Context: an optimization exercise on an open-source flow, tuned for small area. The choices shown serve that exercise and are no tape-out recipe. Function was checked by simulation only, so behaviour that the tests miss may differ from the original. No activity file was given, so power comes from the tool's default toggle rates.

Setup of run a:
Design spi_display_controller_top, start of the top module:
module spi_display_controller_top (
    input   wire            mco,
    input   wire            rst_n,
    input   wire            SPI_CLK,
    input   wire            SPI_CS,
    input   wire            SPI_MOSI,
    input   wire            DC,
    input   wire    [ 5:0]  iModeSelectorPort,
    output  wire            oDispClockPort,
    output  wire            oDispHsyncPort,
    output  wire            oDispVsyncPort,
    output  wire            oDispDataEnablePort,
    output  wire            oDispDispPort,
    output  wire            oDispLedSHDNPort,
    output  wire    [17:0]  oSRAMAddrPort,
    output  wire    [23:0]  oSRAMDataPort,
    output  wire            oSRAMDataDrivePort,
    output  wire            oSRAMWriteEnablePort,
    output  wire            oSRAMOutputEnablePort
    );
Size in the first run: ~750 cells after synthesis.
Settings: LEC_CHECK=0, CAP_MARGIN=5, CORE_MARGIN=2, CORE_UTILIZATION=65, GPL_TIMING_DRIVEN=0, SLEW_MARGIN=5; clock period 5.0 ns.
standard.sh (not shown) runs the stock make flow with config.mk's settings and CLKGATE_MAP_FILE= SYNTH_SCRIPT=/design/flow/synth_recipe.tcl, a recipe that flattens the netlist after the stock synthesis.
==> flow/flow/run.sh <==
#!/bin/bash
# Layout flow: the standard synthesis, then its combinational logic
# re-mapped for area by ABC (the flip-flops and full adders, their names and cell types
# are kept as the standard synthesis made them), then the standard ORFS
# layout with a lighter clock tree (no dummy loads) and minimum-size port
# buffers. Each tool's output goes to its own log file in this folder.
set -euo pipefail
W=$(pwd)
R=$W/orfs/results/$FLOW_PLATFORM/spi_display_controller_top/base
LIB=$FLOW_HOME/platforms/$FLOW_PLATFORM/lib/sky130_fd_sc_hd__tt_025C_1v80.lib
YOSYS=yosys
[[ -x $FLOW_HOME/../tools/install/yosys/bin/yosys ]] && YOSYS=$FLOW_HOME/../tools/install/yosys/bin/yosys
export CTS_ARGS="-sink_clustering_enable -repair_clock_nets -dont_use_dummy_load -buf_list sky130_fd_sc_hd__clkbuf_8"
export BUFFER_PORTS_ARGS="-buffer_cell sky130_fd_sc_hd__buf_1"
export SKIP_REPAIR_TIE_FANOUT=1

bash standard.sh synth > synth_standard.log 2>&1
cp "$R/1_2_yosys.v" "$W/standard_netlist.v"
python3 flow/gen_models.py "$LIB" "$W/standard_netlist.v" "$W/comb_models.v" > gen_models.log 2>&1

DONT_USE=""
for c in sky130_fd_sc_hd__probe_p_8 sky130_fd_sc_hd__probec_p_8; do DONT_USE="$DONT_USE -dont_use $c"; done
for c in $(grep -o 'cell *( *"\?sky130_fd_sc_hd__lpflow_[a-z0-9_]*' "$LIB" | grep -o 'sky130_fd_sc_hd__lpflow_[a-z0-9_]*' | sort -u); do
  DONT_USE="$DONT_USE -dont_use $c"
done
cat > resynth.ys <<EOS
read_verilog $W/comb_models.v
read_liberty -lib -ignore_redef $LIB
read_verilog $W/standard_netlist.v
hierarchy -check -top $FLOW_TOP
flatten
delete t:\$scopeinfo
techmap
opt -fast
abc -liberty $LIB $DONT_USE -script $W/flow/area.abc
setundef -zero
splitnets
opt_clean -purge
hilomap -singleton -hicell sky130_fd_sc_hd__conb_1 HI -locell sky130_fd_sc_hd__conb_1 LO
opt_clean -purge
stat -liberty $LIB
write_verilog -noattr -noexpr -nohex -nodec $R/1_2_yosys.v
EOS
$YOSYS -s resynth.ys > resynth.log 2>&1

bash standard.sh synth > synth_odb.log 2>&1
bash standard.sh > layout.log 2>&1
Other scripts of this flow, unchanged in this note and not shown: flow/flow/area.abc, flow/flow/gen_models.py
Edits applied to the flow inputs when going from run a to run b:
--- a/flow/design.v
+++ b/flow/design.v
@@ -70,13 +70,13 @@
     output  reg     [24:0]  o_col_addr,      
     output  reg     [24:0]  o_row_addr,      
     output  wire            o_sram_clr_req,
     output  wire            o_sram_write_req,
     output  wire            o_sram_waddr_set_req,
     output  reg             o_dispOn,
-    output  reg     [ 7:0]  o_pwm_duty
+    output  reg     [ 7:0]  o_pwm_duty_n     
     );
     function [16:0] f_inc;           
         input [16:0] a;
         input        ci;
         integer i;
         reg c;
@@ -101,22 +101,22 @@
     wire        w_data = i_spi_rxdone &  i_spi_dc;
     always @(posedge i_clk) begin
         if (i_rst) begin
             r_inst <= I_NONE;
             o_col_addr <= 25'd0;
             o_row_addr <= 25'd0;
-            o_pwm_duty <= 8'd255;
+            o_pwm_duty_n <= 8'd0;
             o_dispOn <= 1'b0;
         end else begin
             if (i_slot) r_req <= 1'b0;
             if (w_cmd) begin
                 r_byte_cnt <= 2'd0;
                 case (i_spi_data)
                     8'h01: begin
                         r_inst <= I_RESET;
-                        o_pwm_duty <= 8'd255;
+                        o_pwm_duty_n <= 8'd0;
                         o_dispOn <= 1'b0;
                         r_req <= 1'b1;
                     end
                     8'h28: begin r_inst <= I_NONE;  o_dispOn <= 1'b0; end
                     8'h29: begin r_inst <= I_NONE;  o_dispOn <= 1'b1; end
                     8'h2A: r_inst <= I_CASET;
@@ -134,13 +134,13 @@
                     I_CASET: o_col_addr <= {o_col_addr[16:0], i_spi_data};
                     I_RASET: begin
                         o_row_addr <= {o_row_addr[16:0], i_spi_data};
                         r_byte_cnt <= f_inc({15'd0, r_byte_cnt}, 1'b1);
                         if (r_byte_cnt == 2'd3) r_req <= 1'b1;
                     end
-                    I_PWMDS: o_pwm_duty <= i_spi_data;
+                    I_PWMDS: o_pwm_duty_n <= ~i_spi_data;
                     default: ;
                 endcase
             end
         end
     end
     always @(posedge i_clk) begin
@@ -151,13 +151,13 @@
     assign o_sram_write_req     = r_req & (r_inst == I_RAMWR);
     assign o_sram_waddr_set_req = r_req & (r_inst == I_RASET);
 endmodule
 module pwm (
     input   wire            i_clk,
     input   wire            i_rst,
-    input   wire    [7:0]   i_duty,
+    input   wire    [7:0]   i_duty_n,        
     output  wire    [1:0]   o_phase,
     output  wire            o_pwm
 );
     function [16:0] f_inc;           
         input [16:0] a;
         input        ci;
@@ -192,13 +192,13 @@
             lt = 1'b0;
             for (i = 0; i < 8; i = i + 1)
                 lt = (~a[i] & b[i]) | (~(a[i] ^ b[i]) & lt);
             f_lt8 = lt;
         end
     endfunction
-    assign o_pwm = f_lt8(r_cnt[12:5], i_duty);
+    assign o_pwm = f_lt8(r_cnt[12:5], ~i_duty_n);
 endmodule
 module lcd_controller (
     input   wire            i_clk,
     input   wire            i_rst,
     input   wire    [1:0]   i_phase,
     output  wire    [16:0]  o_sram_raddr,
@@ -413,13 +413,13 @@
     wire [24:0] w_col_addr;
     wire [24:0] w_row_addr;
     wire        w_sram_clr_req;
     wire        w_sram_write_req;
     wire        w_sram_waddr_set_req;
     wire        w_dispOn;
-    wire [ 7:0] w_pwm_duty;
+    wire [ 7:0] w_pwm_duty_n;
     wire [16:0] w_sram_raddr;
     synchronizer sync_reset_inst (
         .i_clk ( mco ),
         .i_sig ( rst_n ),
         .o_rst ( w_rst )
     );
@@ -445,18 +445,18 @@
         .o_col_addr ( w_col_addr ),
         .o_row_addr ( w_row_addr ),
         .o_sram_clr_req ( w_sram_clr_req ),
         .o_sram_write_req ( w_sram_write_req ),
         .o_sram_waddr_set_req ( w_sram_waddr_set_req ),
         .o_dispOn ( w_dispOn ),
-        .o_pwm_duty ( w_pwm_duty )
+        .o_pwm_duty_n ( w_pwm_duty_n )
     );
     pwm pwm_lcd_inst (
         .i_clk ( mco ),
         .i_rst ( w_rst ),
-        .i_duty ( w_pwm_duty ),
+        .i_duty_n ( w_pwm_duty_n ),
         .o_phase ( w_phase ),
         .o_pwm ( oDispLedSHDNPort )
     );
     lcd_controller lcd_controller_inst (
         .i_clk ( mco ),
         .i_rst ( w_rst ),
Notes after the runs:
- Net switching component of the power across run b and run a: no real change.
- Post-synthesis instance total, run b vs run a: up slightly
- As far as combinational group share of total power is concerned, run b and run a perform about the same.
- Run b against run a: post-route minimum period now smaller; worst stage delay on the critical path now larger; sum of routed wire length over all layers now larger; initial core utilization now smaller.
- Final cell area: run b below run a
- Across both runs, worst-margin pin slew was higher for run b than for run a.
- The lower register-to-register slack of run b and run a is in run a.

## static timing again, ports no longer ideal
Ports are ideal in the flow. The routed layouts listed here were re-timed in OpenROAD. Step 1 sets driving cells, clkbuf_16 on the clock port and buf_2 on the other inputs (assumed; they add their load-dependent delay and slew). Step 2 adds t to the input delays and takes it off the output delays; t is the mean of the earliest and latest rising clock arrival at the registers after step 1. Input paths then give back, and output paths get back, about the clock's delay inside the block. Three values: ideal, step 1, step 2; two values: the first two.
run	t, ns	slack for setup (ns)	worst setup path after step 2	worst register clock-pin slew, ns
run a	0.490	0.311 / 0.328 / -0.162	input to register	0.09 / 0.09
run b	0.479	0.327 / 0.341 / -0.139	input to register	0.08 / 0.08
Met with ideal ports but missed after step 2: setup timing in run a and run b. The setup slack of run a, which loses most, moves by +0.017 ns with the drivers and by -0.473 ns with both steps.
